Context: an optimization exercise on an open-source flow, tuned for small area and a short achievable clock period. The choices shown serve that exercise and are no tape-out recipe.
Function was checked by simulation only, so behaviour that the tests miss may differ from the original.
Power and IR drop assume default switching activity.

==> flow/design.v (excerpt) <==
module mac_demo(input clk, input reset, input ena,
                input signed [15:0] k, input signed [15:0] x,
                output signed [31:0] acc_out);
Settings: LEC_CHECK=0, ABC_AREA=1, CAP_MARGIN=20, CORE_MARGIN=2, CORE_UTILIZATION=40, CTS_BUF_LIST=sky130_fd_sc_hd__clkbuf_4 sky130_fd_sc_hd__clkbuf_8, GPL_ROUTABILITY_DRIVEN=0, SETUP_SLACK_MARGIN=2.6, SLEW_MARGIN=20, SYNTH_HIERARCHICAL=1, SYNTH_MINIMUM_KEEP_SIZE=0; clock period 7.0 ns.
standard.sh (not shown) runs the stock make flow with config.mk's settings and CLKGATE_MAP_FILE= SYNTH_SCRIPT=/design/flow/synth_recipe.tcl, a recipe that flattens the netlist after the stock synthesis.
==> flow/flow/run.sh <==
#!/bin/bash
# The standard layout (the standard.sh, unchanged synthesis), except that
# the port buffers are plain buffers and the clock-delay buffer cells are not
# used anywhere. The make output goes to standard.log; ORFS keeps each step's
# log under orfs/logs/.
set -uo pipefail
export BUFFER_PORTS_ARGS="-buffer_cell sky130_fd_sc_hd__buf_2"
export DONT_USE_CELLS="sky130_fd_sc_hd__clkdlybuf4s15_1 sky130_fd_sc_hd__clkdlybuf4s15_2 sky130_fd_sc_hd__clkdlybuf4s18_1 sky130_fd_sc_hd__clkdlybuf4s18_2 sky130_fd_sc_hd__clkdlybuf4s25_1 sky130_fd_sc_hd__clkdlybuf4s25_2 sky130_fd_sc_hd__clkdlybuf4s50_1 sky130_fd_sc_hd__clkdlybuf4s50_2"
bash standard.sh > standard.log 2>&1
Change:
--- a/flow/config.mk
+++ b/flow/config.mk
@@ -11 +11 @@
-export CORE_UTILIZATION = 40
+export CORE_UTILIZATION = 55
@@ -13 +12,0 @@
-export GPL_ROUTABILITY_DRIVEN = 0
What happened:
- final cell count went down by 7.5%
- worst setup slack gets worse by 0.085 ns
- via count went up by 1.2%
- hold slack hardly moves
- power rose by about 2.5%
- wire length goes up by about 4%
- global-route usage is higher by 8.7 points
Change:
--- a/flow/config.mk
+++ b/flow/config.mk
@@ -11 +11 @@
-export CORE_UTILIZATION = 55
+export CORE_UTILIZATION = 40
@@ -13 +13 @@
-export SETUP_SLACK_MARGIN = 2.6
+export SETUP_SLACK_MARGIN = 2.7
Effect:
- The changed run finished with timing, DRC and antenna clean
- global-route usage is lower by 8.7 points
- via count is lower by 0.58%
- cell count is higher by 8.4%
- maximum frequency is higher by 2.3%
- cell area is higher by 2.4%
- die area is higher by 36%
Change:
--- a/flow/flow/run.sh
+++ b/flow/flow/run.sh
@@ -8,0 +9 @@
+export SETUP_MOVE_SEQUENCE="unbuffer,sizeup,swap"
--- a/flow/config.mk
+++ b/flow/config.mk
@@ -13 +13 @@
-export SETUP_SLACK_MARGIN = 2.7
+export SETUP_SLACK_MARGIN = 2.9
Result: Via count came out lower by 0.78%; register-to-register slack is better by 0.19 ns; area after synthesis stays the same; sequential cell count is unchanged; die area is unchanged; cell count came out lower by 0.34%; final area goes up by 5.7%; total power went up by 4.4%; utilization increases by 2.6 points; worst setup slack improved by 0.15 ns; combinational power came out higher by about 4%.


## main
mac_demo again, from the RTL that the note above started with.
// mac_demo
module mac_demo(input clk, input reset, input ena,
                input signed [15:0] k, input signed [15:0] x,
                output signed [31:0] acc_out);
Settings: LEC_CHECK=0, ABC_AREA=1, CAP_MARGIN=20, CORE_MARGIN=2, CORE_UTILIZATION=40, CTS_BUF_LIST=sky130_fd_sc_hd__clkbuf_4 sky130_fd_sc_hd__clkbuf_8, SETUP_SLACK_MARGIN=2.6, SLEW_MARGIN=20, SYNTH_HIERARCHICAL=1, SYNTH_MINIMUM_KEEP_SIZE=0; clock period 7.0 ns.
==> flow/flow/run.sh <==
#!/bin/bash
# The standard layout (the standard.sh and its synthesis script), with:
# - plain buffers (buf_2) as the port buffers, and the clock-delay buffer
#   cells not used anywhere;
# - ABC's area mapping script replaced by a copy that maps with "map -a"
#   after "dch -f" (ORFS's scripts are copied here; only that file differs).
# The make output goes to standard.log; ORFS keeps each step's log under
# orfs/logs/.
set -uo pipefail
rm -rf myscripts
cp -r "$FLOW_HOME/scripts" myscripts
printf 'strash\ndch -f\nmap -a\ntopo\nstime -c\nbuffer -c\nupsize -c\ndnsize -c\n' > myscripts/abc_area.script
export SCRIPTS_DIR="$PWD/myscripts"
export BUFFER_PORTS_ARGS="-buffer_cell sky130_fd_sc_hd__buf_2"
export DONT_USE_CELLS="sky130_fd_sc_hd__clkdlybuf4s15_1 sky130_fd_sc_hd__clkdlybuf4s15_2 sky130_fd_sc_hd__clkdlybuf4s18_1 sky130_fd_sc_hd__clkdlybuf4s18_2 sky130_fd_sc_hd__clkdlybuf4s25_1 sky130_fd_sc_hd__clkdlybuf4s25_2 sky130_fd_sc_hd__clkdlybuf4s50_1 sky130_fd_sc_hd__clkdlybuf4s50_2"
bash standard.sh > standard.log 2>&1
main has completed all stages; timing, DRC and antenna checks passed.
The following lists how the feature branch was set up differently from main:
Settings: swapping 40 for 30 in CORE_UTILIZATION.
==> flow/flow/run.sh <==
#!/bin/bash
# The standard layout (the standard.sh, unchanged synthesis), except that
# the port buffers are plain buffers and the clock-delay buffer cells are not
# used anywhere. The make output goes to standard.log; ORFS keeps each step's
# log under orfs/logs/.
set -uo pipefail
export BUFFER_PORTS_ARGS="-buffer_cell sky130_fd_sc_hd__buf_2"
export DONT_USE_CELLS="sky130_fd_sc_hd__clkdlybuf4s15_1 sky130_fd_sc_hd__clkdlybuf4s15_2 sky130_fd_sc_hd__clkdlybuf4s18_1 sky130_fd_sc_hd__clkdlybuf4s18_2 sky130_fd_sc_hd__clkdlybuf4s25_1 sky130_fd_sc_hd__clkdlybuf4s25_2 sky130_fd_sc_hd__clkdlybuf4s50_1 sky130_fd_sc_hd__clkdlybuf4s50_2"
bash standard.sh > standard.log 2>&1
[summary]
- The feature branch — fmax 6.6% higher, main as reference
- Between main and the feature branch, the flow reports routed wire length increasing by a few percent.
- main vs the feature branch, highest-delay cell along the critical path: sky130_fd_sc_hd__dfxtp_2 vs sky130_fd_sc_hd__fa_1
- Compared to main, the feature branch was floorplanned on a bigger die.


Starting RTL as in the previous note.
export LEC_CHECK = 0
export ABC_AREA = 1
export CAP_MARGIN = 20
export CORE_MARGIN = 2
export CORE_UTILIZATION = 40
export CTS_BUF_LIST = sky130_fd_sc_hd__clkbuf_4 sky130_fd_sc_hd__clkbuf_8
export SETUP_SLACK_MARGIN = 2.9
export SLEW_MARGIN = 20
export SYNTH_HIERARCHICAL = 1
export SYNTH_MINIMUM_KEEP_SIZE = 0
create_clock -name core_clock -period 7.0 [get_ports {clk}]
==> flow/flow/run.sh <==
#!/bin/bash
# The standard layout (the standard.sh, unchanged synthesis), except that
# the port buffers are plain buffers and the clock-delay buffer cells are not
# used anywhere. The make output goes to standard.log; ORFS keeps each step's
# log under orfs/logs/.
set -uo pipefail
export BUFFER_PORTS_ARGS="-buffer_cell sky130_fd_sc_hd__buf_2"
export DONT_USE_CELLS="sky130_fd_sc_hd__clkdlybuf4s15_1 sky130_fd_sc_hd__clkdlybuf4s15_2 sky130_fd_sc_hd__clkdlybuf4s18_1 sky130_fd_sc_hd__clkdlybuf4s18_2 sky130_fd_sc_hd__clkdlybuf4s25_1 sky130_fd_sc_hd__clkdlybuf4s25_2 sky130_fd_sc_hd__clkdlybuf4s50_1 sky130_fd_sc_hd__clkdlybuf4s50_2"
export SETUP_MOVE_SEQUENCE="unbuffer,sizeup,swap,clone"
bash standard.sh > standard.log 2>&1
The first run ran to the end with no violations.
Edit:
--- a/flow/flow/run.sh
+++ b/flow/flow/run.sh
@@ -8,3 +8,2 @@
 export DONT_USE_CELLS="sky130_fd_sc_hd__clkdlybuf4s15_1 sky130_fd_sc_hd__clkdlybuf4s15_2 sky130_fd_sc_hd__clkdlybuf4s18_1 sky130_fd_sc_hd__clkdlybuf4s18_2 sky130_fd_sc_hd__clkdlybuf4s25_1 sky130_fd_sc_hd__clkdlybuf4s25_2 sky130_fd_sc_hd__clkdlybuf4s50_1 sky130_fd_sc_hd__clkdlybuf4s50_2"
-export SETUP_MOVE_SEQUENCE="unbuffer,sizeup,swap,clone"
 bash standard.sh > standard.log 2>&1
- SETUP_SLACK_MARGIN: 2.9 -> 2.8
Utilization came out lower by 1.4 points.
Area after synthesis is unchanged.
Power came out lower by 2.8%.
Via count came out higher by 0.84%.
Worst setup slack loses 0.063 ns.
Clock power came out lower by 14%.
Die area is unchanged.
Combinational power came out lower by about 1%.


mac_demo, a different RTL version from the one above (not shown whole).
Size in the first run: ~56 flip-flops, roughly 67 I/O pins.
clock: 7.0 ns
lec_check: 0
abc_area: 1
cap_margin: 20
core_margin: 2
core_utilization: 40
setup_slack_margin: 1.5
slew_margin: 20
synth_hierarchical: 1
synth_minimum_keep_size: 0
run.sh (not shown) runs the stock make flow with config.mk's settings and CLKGATE_MAP_FILE= SYNTH_SCRIPT=/design/flow/synth_recipe.tcl, a recipe that flattens the netlist after the stock synthesis.
Stock flow here: none of the scripts above is used.
The starting point passed the timing, design-rule and antenna checks.
Rerun with:
==> flow/flow/run.sh (new file) <==
#!/bin/bash
# The standard layout (the standard.sh, unchanged synthesis), except that
# the port buffers are plain buffers and the clock-delay buffer cells are not
# used anywhere. The make output goes to standard.log; ORFS keeps each step's
# log under orfs/logs/.
set -uo pipefail
export BUFFER_PORTS_ARGS="-buffer_cell sky130_fd_sc_hd__buf_2"
export DONT_USE_CELLS="sky130_fd_sc_hd__clkdlybuf4s15_1 sky130_fd_sc_hd__clkdlybuf4s15_2 sky130_fd_sc_hd__clkdlybuf4s18_1 sky130_fd_sc_hd__clkdlybuf4s18_2 sky130_fd_sc_hd__clkdlybuf4s25_1 sky130_fd_sc_hd__clkdlybuf4s25_2 sky130_fd_sc_hd__clkdlybuf4s50_1 sky130_fd_sc_hd__clkdlybuf4s50_2"
bash standard.sh > standard.log 2>&1
==> flow/standard.sh (new file) <==
#!/bin/bash
# synth_recipe.tcl (not shown) runs the flow's synth.tcl, then flattens the netlist and writes it again
# the make line also repeats each setting of config.mk as NAME=value (left out here)
make -C /OpenROAD-flow-scripts/flow DESIGN_CONFIG=/design/flow/config.mk WORK_HOME=/design/flow/orfs CLKGATE_MAP_FILE= SYNTH_SCRIPT=/design/flow/synth_recipe.tcl "${@:-finish}"
--- a/flow/config.mk
+++ b/flow/config.mk
@@ -12 +12 @@
-export SETUP_SLACK_MARGIN = 1.5
+export SETUP_SLACK_MARGIN = 2.0
removed: flow/run.sh
Result:
- The new run finished clean
- routed wire length falls slightly
- clock skew barely changes
- power went down by a little under a tenth
- synthesized cell count stays the same
- via count went down slightly
- non-clock buffer count went down by 1

static timing again, ports no longer ideal:
The flow's constraints put no driver on any port. The routed layouts listed below were extracted and timed again, unchanged, in two steps.
Step 1 assumes that a clkbuf_16 drives the clock port and a buf_2 every other input.
Step 2 moves the port delays by t, midway between the first and last clock arrival at a register: inputs arrive t later, outputs are due t later. That takes back most of the time a late clock gives input paths.
Slacks: ideal / step 1 / step 2; pairs: ideal / step 1.
run | t, ns | slack for setup (ns) | latest minus earliest clock arrival (ns)
the first run of note 1 | 0.406 | 2.774 / 2.762 / 2.391 | 0.014 / 0.014
the second run of note 1 | 0.409 | 2.689 / 2.708 / 2.299 | 0.016 / 0.015
the third run of note 1 | 0.405 | 2.788 / 2.800 / 2.395 | 0.015 / 0.015
the fourth run of note 1 | 0.408 | 2.934 / 2.909 / 2.522 | 0.005 / 0.005
main | 0.405 | 2.418 / 2.377 / 2.282 | 0.011 / 0.011
the feature branch | 0.404 | 2.703 / 2.699 / 2.295 | 0.016 / 0.016
the first run of note 3 | 0.408 | 2.930 / 2.895 / 2.512 | 0.006 / 0.006
the second run of note 3 | 0.408 | 2.867 / 2.842 / 2.462 | 0.014 / 0.014
the first run of note 4 | 0.348 | 1.636 / 1.656 / 1.308 | 0.010 / 0.010
the second run of note 4 | 0.351 | 2.147 / 2.175 / 1.823 | 0.009 / 0.009
After both steps every run listed still meets setup and hold. For the first run of note 3, which loses most, drivers alone change the setup slack by -0.035 ns; drivers and shift together by -0.418 ns.
